What follows belongs to an exercise in optimizing a design on an open flow for small area and few clock cycles; a production flow would make more cautious choices.
Only simulation tests tie the RTL to the original design; equivalence was not proved.
Power is estimated from default activity; no workload was simulated.

==> flow/design.v <==
module mux2i_cell(input  logic a0, a1, s,
                  output logic y);
    assign y = ~(s ? a1 : a0);
endmodule
module shifter(input  logic [31:0] a,
               input  logic [4:0]  sh,
               input  logic        left, arith,
               output logic [31:0] y);
    logic [31:0] x [6];
    logic        f;
    assign f = arith & a[31];
    for (genvar i = 0; i < 32; i++) begin : g_rev
        mux2i_cell m (.a0(a[i]), .a1(a[31-i]), .s(left), .y(x[0][i]));
    end
    for (genvar k = 0; k < 5; k++) begin : g_stage
        logic fk;
        assign fk = (k % 2 == 0) ? ~f : f;
        for (genvar i = 0; i < 32; i++) begin : g_bit
            if (i + (1 << k) < 32) begin : g_in
                mux2i_cell m (.a0(x[k][i]), .a1(x[k][i + (1 << k)]), .s(sh[k]), .y(x[k+1][i]));
            end else begin : g_fill
                mux2i_cell m (.a0(x[k][i]), .a1(fk), .s(sh[k]), .y(x[k+1][i]));
            end
        end
    end
    assign y = x[5];
endmodule
module alu(input  logic [31:0] a, b,
           input  logic [2:0]  f3,
           input  logic        sub,      
           input  logic        arith,    
           input  logic        alu_en,   
           input  logic [31:0] ld, link, tgt, imm_u,
           input  logic        s_ld, s_link, s_tgt, s_lui,
           output logic [31:0] sum,      
           output logic        eq, lt, ltu,
           output logic [31:0] y);
    logic [31:0] bx, p, g, c, shr, shl;
    logic        cout;
    assign bx = b ^ {32{sub}};
    assign p  = a ^ bx;
    assign g  = a & bx;
    always_comb begin
        logic [31:0] gg, pp;
        gg = g;
        pp = p;
        gg[0] = g[0] | (p[0] & sub);
        for (int l = 0; l < 5; l++)
            for (int j = 0; j < 32; j++)
                if (j & (1 << l)) begin
                    gg[j] = gg[j] | (pp[j] & gg[((j >> l) << l) - 1]);
                    pp[j] = pp[j] & pp[((j >> l) << l) - 1];
                end
        c    = {gg[30:0], sub};
        cout = gg[31];
    end
    assign sum = p ^ c;
    assign eq  = &p;                         
    assign ltu = ~cout;                      
    assign lt  = (a[31] ^ b[31]) ? a[31] : sum[31];
    shifter shift (.a(a), .sh(b[4:0]), .left(~f3[2]), .arith(arith), .y(shr));
    always_comb
        for (int i = 0; i < 32; i++) shl[i] = shr[31-i];
    logic s_add, s_sll, s_slt, s_sltu, s_xor, s_srl, s_or, s_and;
    assign s_add  = alu_en & (f3 == 3'b000);
    assign s_sll  = alu_en & (f3 == 3'b001);
    assign s_slt  = alu_en & (f3 == 3'b010);
    assign s_sltu = alu_en & (f3 == 3'b011);
    assign s_xor  = alu_en & (f3 == 3'b100);
    assign s_srl  = alu_en & (f3 == 3'b101);
    assign s_or   = alu_en & (f3 == 3'b110);
    assign s_and  = alu_en & (f3 == 3'b111);
    logic s_p, s_g, lt_bit;
    logic [31:0] n0, n1, n2;
    assign s_p = s_xor | s_or;
    assign s_g = s_or | s_and;
    assign lt_bit = (s_slt & lt) | (s_sltu & ltu);
    for (genvar i = 0; i < 32; i++) begin : g_y
        aoi222 u0 (.a0(sum[i]), .b0(s_add), .a1(shl[i]), .b1(s_sll), .a2(shr[i]), .b2(s_srl), .y(n0[i]));
        aoi222 u1 (.a0(p[i]), .b0(s_p), .a1(g[i]), .b1(s_g), .a2(ld[i]), .b2(s_ld), .y(n1[i]));
        if (i == 0) begin : g_lt
            aoi221 u2 (.a0(link[i]), .b0(s_link), .a1(tgt[i]), .b1(s_tgt), .c(lt_bit), .y(n2[i]));
        end else if (i < 12) begin : g_lo
            aoi22 u2 (.a0(link[i]), .b0(s_link), .a1(tgt[i]), .b1(s_tgt), .y(n2[i]));
        end else begin : g_hi
            aoi222 u2 (.a0(link[i]), .b0(s_link), .a1(tgt[i]), .b1(s_tgt), .a2(imm_u[i]), .b2(s_lui),
                       .y(n2[i]));
        end
    end
    assign y = ~(n0 & n1 & n2);
endmodule
module add32_bk(input  logic [31:0] a, b,
                output logic [31:0] s);
    logic [31:0] p, g, c;
    assign p = a ^ b;
    assign g = a & b;
    always_comb begin
        logic [31:0] gg, pp;
        gg = g;
        pp = p;
        for (int i = 1; i <= 5; i++)
            for (int j = (1 << i) - 1; j < 32; j += (1 << i)) begin
                gg[j] = gg[j] | (pp[j] & gg[j - (1 << (i - 1))]);
                pp[j] = pp[j] & pp[j - (1 << (i - 1))];
            end
        for (int i = 5; i > 0; i--)
            for (int j = (1 << i) + (1 << (i - 1)) - 1; j < 32; j += (1 << i)) begin
                gg[j] = gg[j] | (pp[j] & gg[j - (1 << (i - 1))]);
                pp[j] = pp[j] & pp[j - (1 << (i - 1))];
            end
        c = {gg[30:0], 1'b0};
    end
    assign s = p ^ c;
endmodule
module aoi222(input  logic a0, b0, a1, b1, a2, b2,
              output logic y);
    assign y = ~((a0 & b0) | (a1 & b1) | (a2 & b2));
endmodule
module aoi22(input  logic a0, b0, a1, b1,
             output logic y);
    assign y = ~((a0 & b0) | (a1 & b1));
endmodule
module aoi221(input  logic a0, b0, a1, b1, c,
              output logic y);
    assign y = ~((a0 & b0) | (a1 & b1) | c);
endmodule
module rf_read_bit(input  logic [30:0] d,
                   input  logic [30:0] sel,
                   output logic        y);
    logic [10:0] n;
    for (genvar k = 0; k < 10; k++) begin : g_aoi
        aoi222 u (.a0(d[3*k]),   .b0(sel[3*k]),
                  .a1(d[3*k+1]), .b1(sel[3*k+1]),
                  .a2(d[3*k+2]), .b2(sel[3*k+2]), .y(n[k]));
    end
    assign n[10] = ~(d[30] & sel[30]);
    assign y = ~&n;
endmodule
module register_file(input  logic        clk,
                     input  logic        we,
                     input  logic [4:0]  ra1, ra2, wa,
                     input  logic [31:0] wd,
                     output logic [31:0] rd1, rd2);
    logic [31:0] rf [1:31];
    always_ff @(posedge clk)
        if (we && wa != 5'd0) rf[wa] <= wd;
    logic [30:0] sel1, sel2;
    always_comb
        for (int i = 1; i < 32; i++) begin
            sel1[i-1] = (ra1 == 5'(i));
            sel2[i-1] = (ra2 == 5'(i));
        end
    for (genvar b = 0; b < 32; b++) begin : g_bit
        logic [30:0] col;
        for (genvar i = 1; i < 32; i++) begin : g_col
            assign col[i-1] = rf[i][b];
        end
        rf_read_bit p1 (.d(col), .sel(sel1), .y(rd1[b]));
        rf_read_bit p2 (.d(col), .sel(sel2), .y(rd2[b]));
    end
endmodule
module riscv (  input   logic                       clk, reset,
                input   logic [31:0]          mem_i_rd,
                input   logic [31:0]       mem_d_rd,
                output  logic                       mem_d_we,
                output  logic [3:0]      mem_d_wmask,
                output  logic [31:0]       mem_d_a,
                output  logic [31:0]       mem_d_wd,
                output  logic [31:0]     mem_i_ra);
    logic [31:2] pc, pc4;
    assign pc4 = pc + 30'd1;
    logic [31:0] ins;
    assign mem_i_ra = {pc, 2'b00};
    assign ins = mem_i_rd;
    logic [4:0] opc;
    logic [2:0] f3;
    logic is_lui, is_auipc, is_jal, is_jalr, is_br, is_load, is_store, is_opimm, is_op;
    assign opc = ins[6:2];
    assign f3  = ins[14:12];
    assign is_lui   = (opc == 5'b01101);
    assign is_auipc = (opc == 5'b00101);
    assign is_jal   = (opc == 5'b11011);
    assign is_jalr  = (opc == 5'b11001);
    assign is_br    = (opc == 5'b11000);
    assign is_load  = (opc == 5'b00000);
    assign is_store = (opc == 5'b01000);
    assign is_opimm = (opc == 5'b00100);
    assign is_op    = (opc == 5'b01100);
    logic [31:0] imm_i, imm_s, imm_b, imm_u, imm_j;
    assign imm_i = {{20{ins[31]}}, ins[31:20]};
    assign imm_s = {{20{ins[31]}}, ins[31:25], ins[11:7]};
    assign imm_b = {{19{ins[31]}}, ins[31], ins[7], ins[30:25], ins[11:8], 1'b0};
    assign imm_u = {ins[31:12], 12'd0};
    assign imm_j = {{11{ins[31]}}, ins[31], ins[19:12], ins[20], ins[30:21], 1'b0};
    logic        rf_we;
    logic [31:0] rs1v, rs2v, wdata;
    assign rf_we = is_lui | is_auipc | is_jal | is_jalr | is_load | is_opimm | is_op;
    register_file rf (.clk(clk), .we(rf_we),
                      .ra1(ins[19:15]), .ra2(ins[24:20]), .wa(ins[11:7]),
                      .wd(wdata), .rd1(rs1v), .rd2(rs2v));
    logic [31:0] alu_b, sum, alu_y, ld, tgt;
    logic        sub, eq, lt, ltu;
    assign alu_b = (is_op | is_br) ? rs2v : (is_store ? imm_s : imm_i);
    assign sub   = is_br | ((is_op | is_opimm) & (f3[2:1] == 2'b01))
                 | (is_op & ins[30] & (f3 == 3'b000));
    alu alu (.a(rs1v), .b(alu_b), .f3(f3), .sub(sub),
             .arith(ins[30]), .alu_en(is_op | is_opimm),
             .ld(ld), .link({pc4, 2'b00}), .tgt(tgt),
             .imm_u(imm_u), .s_lui(is_lui),
             .s_ld(is_load), .s_link(is_jal | is_jalr), .s_tgt(is_auipc),
             .sum(sum), .eq(eq), .lt(lt), .ltu(ltu), .y(alu_y));
    logic cond, taken;
    always_comb
        case (f3[2:1])
            2'b00:   cond = eq;
            2'b10:   cond = lt;
            default: cond = ltu;
        endcase
    assign taken = is_jal | is_jalr | (is_br & (cond ^ f3[0]));
    logic [31:0] pc_imm;
    assign pc_imm = is_br ? imm_b : (is_jal ? imm_j : imm_u);
    add32_bk tgt_add (.a({pc, 2'b00}), .b(pc_imm), .s(tgt));
    assign mem_d_a  = sum;
    assign mem_d_we = is_store;
    always_comb begin
        case (f3[1:0])
            2'b00:   mem_d_wmask = 4'b0001 << sum[1:0];
            2'b01:   mem_d_wmask = sum[1] ? 4'b1100 : 4'b0011;
            default: mem_d_wmask = 4'b1111;
        endcase
        case (f3[1:0])
            2'b00:   mem_d_wd = {4{rs2v[7:0]}};
            2'b01:   mem_d_wd = {2{rs2v[15:0]}};
            default: mem_d_wd = rs2v;
        endcase
    end
    logic [15:0] rd16;
    logic [7:0]  rd8;
    assign rd16 = sum[1] ? mem_d_rd[31:16] : mem_d_rd[15:0];
    assign rd8  = sum[0] ? rd16[15:8] : rd16[7:0];
    always_comb
        case (f3[1:0])
            2'b00:   ld = {{24{rd8[7] & ~f3[2]}}, rd8};
            2'b01:   ld = {{16{rd16[15] & ~f3[2]}}, rd16};
            default: ld = mem_d_rd;
        endcase
    assign wdata = alu_y;
    logic [31:2] npc_n, npc;
    logic        s_jr, s_tg, s_nx;
    assign s_jr = taken & is_jalr;
    assign s_tg = taken & ~is_jalr;
    assign s_nx = ~taken;
    for (genvar i = 2; i < 32; i++) begin : g_npc
        aoi222 u (.a0(sum[i]), .b0(s_jr), .a1(tgt[i]), .b1(s_tg), .a2(pc4[i]), .b2(s_nx),
                  .y(npc_n[i]));
    end
    assign npc = ~npc_n;
    always_ff @(posedge clk or posedge reset)
        if (reset)
            pc <= 30'h80;    
        else
            pc <= npc;
endmodule
clock: 10.0 ns
lec_check: 0
cap_margin: 20
core_margin: 2
core_utilization: 40
slew_margin: 20
synth_hierarchical: 1
synth_minimum_keep_size: 0
standard.sh (not shown) runs the stock make flow with config.mk's settings and CLKGATE_MAP_FILE= SYNTH_SCRIPT=/design/flow/synth_recipe.tcl, a recipe that flattens the netlist after the stock synthesis.
==> flow/flow/run.sh <==
#!/bin/bash
# Layout flow: the standard ORFS flow (standard.sh), with these changes:
# the ports are buffered with buf_2 instead of the slower clkdlybuf4s50_1,
# and clock tree synthesis uses clkbuf_8 sink buffers with small sink clusters
# and adds no dummy loads.
set -euo pipefail
export BUFFER_PORTS_ARGS="-buffer_cell sky130_fd_sc_hd__buf_2"
export CTS_ARGS="-sink_clustering_enable -repair_clock_nets -dont_use_dummy_load -buf_list sky130_fd_sc_hd__clkbuf_8 -sink_clustering_size 15 -sink_clustering_max_diameter 60"
bash standard.sh finish > make_finish.log 2>&1
Testbench counts at the start, summed over its fixed seeds: cycles 20,768.
Then changed:
--- a/flow/design.v
+++ b/flow/design.v
@@ -235,18 +235,20 @@
         endcase
     end
     logic [15:0] rd16;
     logic [7:0]  rd8;
     assign rd16 = sum[1] ? mem_d_rd[31:16] : mem_d_rd[15:0];
     assign rd8  = sum[0] ? rd16[15:8] : rd16[7:0];
-    always_comb
-        case (f3[1:0])
-            2'b00:   ld = {{24{rd8[7] & ~f3[2]}}, rd8};
-            2'b01:   ld = {{16{rd16[15] & ~f3[2]}}, rd16};
-            default: ld = mem_d_rd;
-        endcase
+    logic ld_b, ld_w, sx8, sx16;
+    assign ld_b = (f3[1:0] == 2'b00);
+    assign ld_w = f3[1];
+    assign sx8  = rd8[7] & ~f3[2];
+    assign sx16 = rd16[15] & ~f3[2];
+    assign ld[7:0]   = ld_b ? rd8 : rd16[7:0];
+    assign ld[15:8]  = ld_b ? {8{sx8}} : rd16[15:8];
+    assign ld[31:16] = ld_w ? mem_d_rd[31:16] : {16{ld_b ? sx8 : sx16}};
     assign wdata = alu_y;
     logic [31:2] npc_n, npc;
     logic        s_jr, s_tg, s_nx;
     assign s_jr = taken & is_jalr;
     assign s_tg = taken & ~is_jalr;
     assign s_nx = ~taken;
The new run passed the timing, DRC and antenna checks.
Area after synthesis barely changes.
Global-route usage went up by 0.29 points.
Sequential cell count stays the same.
Power is about the same.
Sequential power stays flat.
Cell area is lower slightly.
Clock skew climbs by 0.020 ns.
Worst hold slack improves by 0.016 ns.
Die area hardly moves.
Combinational power hardly moves.
Fmax is higher by a few percent.
Synthesized cell count is about the same.
Testbench counts after the change, summed over its fixed seeds: cycles 20,768.

port drivers added, routing unchanged:
In the flow no input, the clock included, has a driving cell. The finished layouts below were timed again as built, in two steps. Step 1 sets driving cells, clkbuf_16 on the clock port and buf_2 on the other inputs (assumed; they add their load-dependent delay and slew). Step 2 moves the port delays by t, midway between the first and last clock arrival at a register: inputs arrive t later, outputs are due t later. That takes back most of the time a late clock gives input paths. a / b / c = no drivers / after step 1 / after step 2; a / b = the first two.
run | shift t [ns] | setup slack, ns | latest minus earliest clock arrival (ns) | slew at the worst register clock pin (ns)
the first run | 0.814 | 0.258 / 0.233 / 0.233 | 0.112 / 0.111 | 0.10 / 0.10
the second run | 0.833 | 0.464 / 0.435 / 0.435 | 0.132 / 0.131 | 0.10 / 0.10
After both steps every run listed still meets setup and hold. For the second run, which loses most, drivers alone change the setup slack by -0.029 ns; drivers and shift together by -0.029 ns.
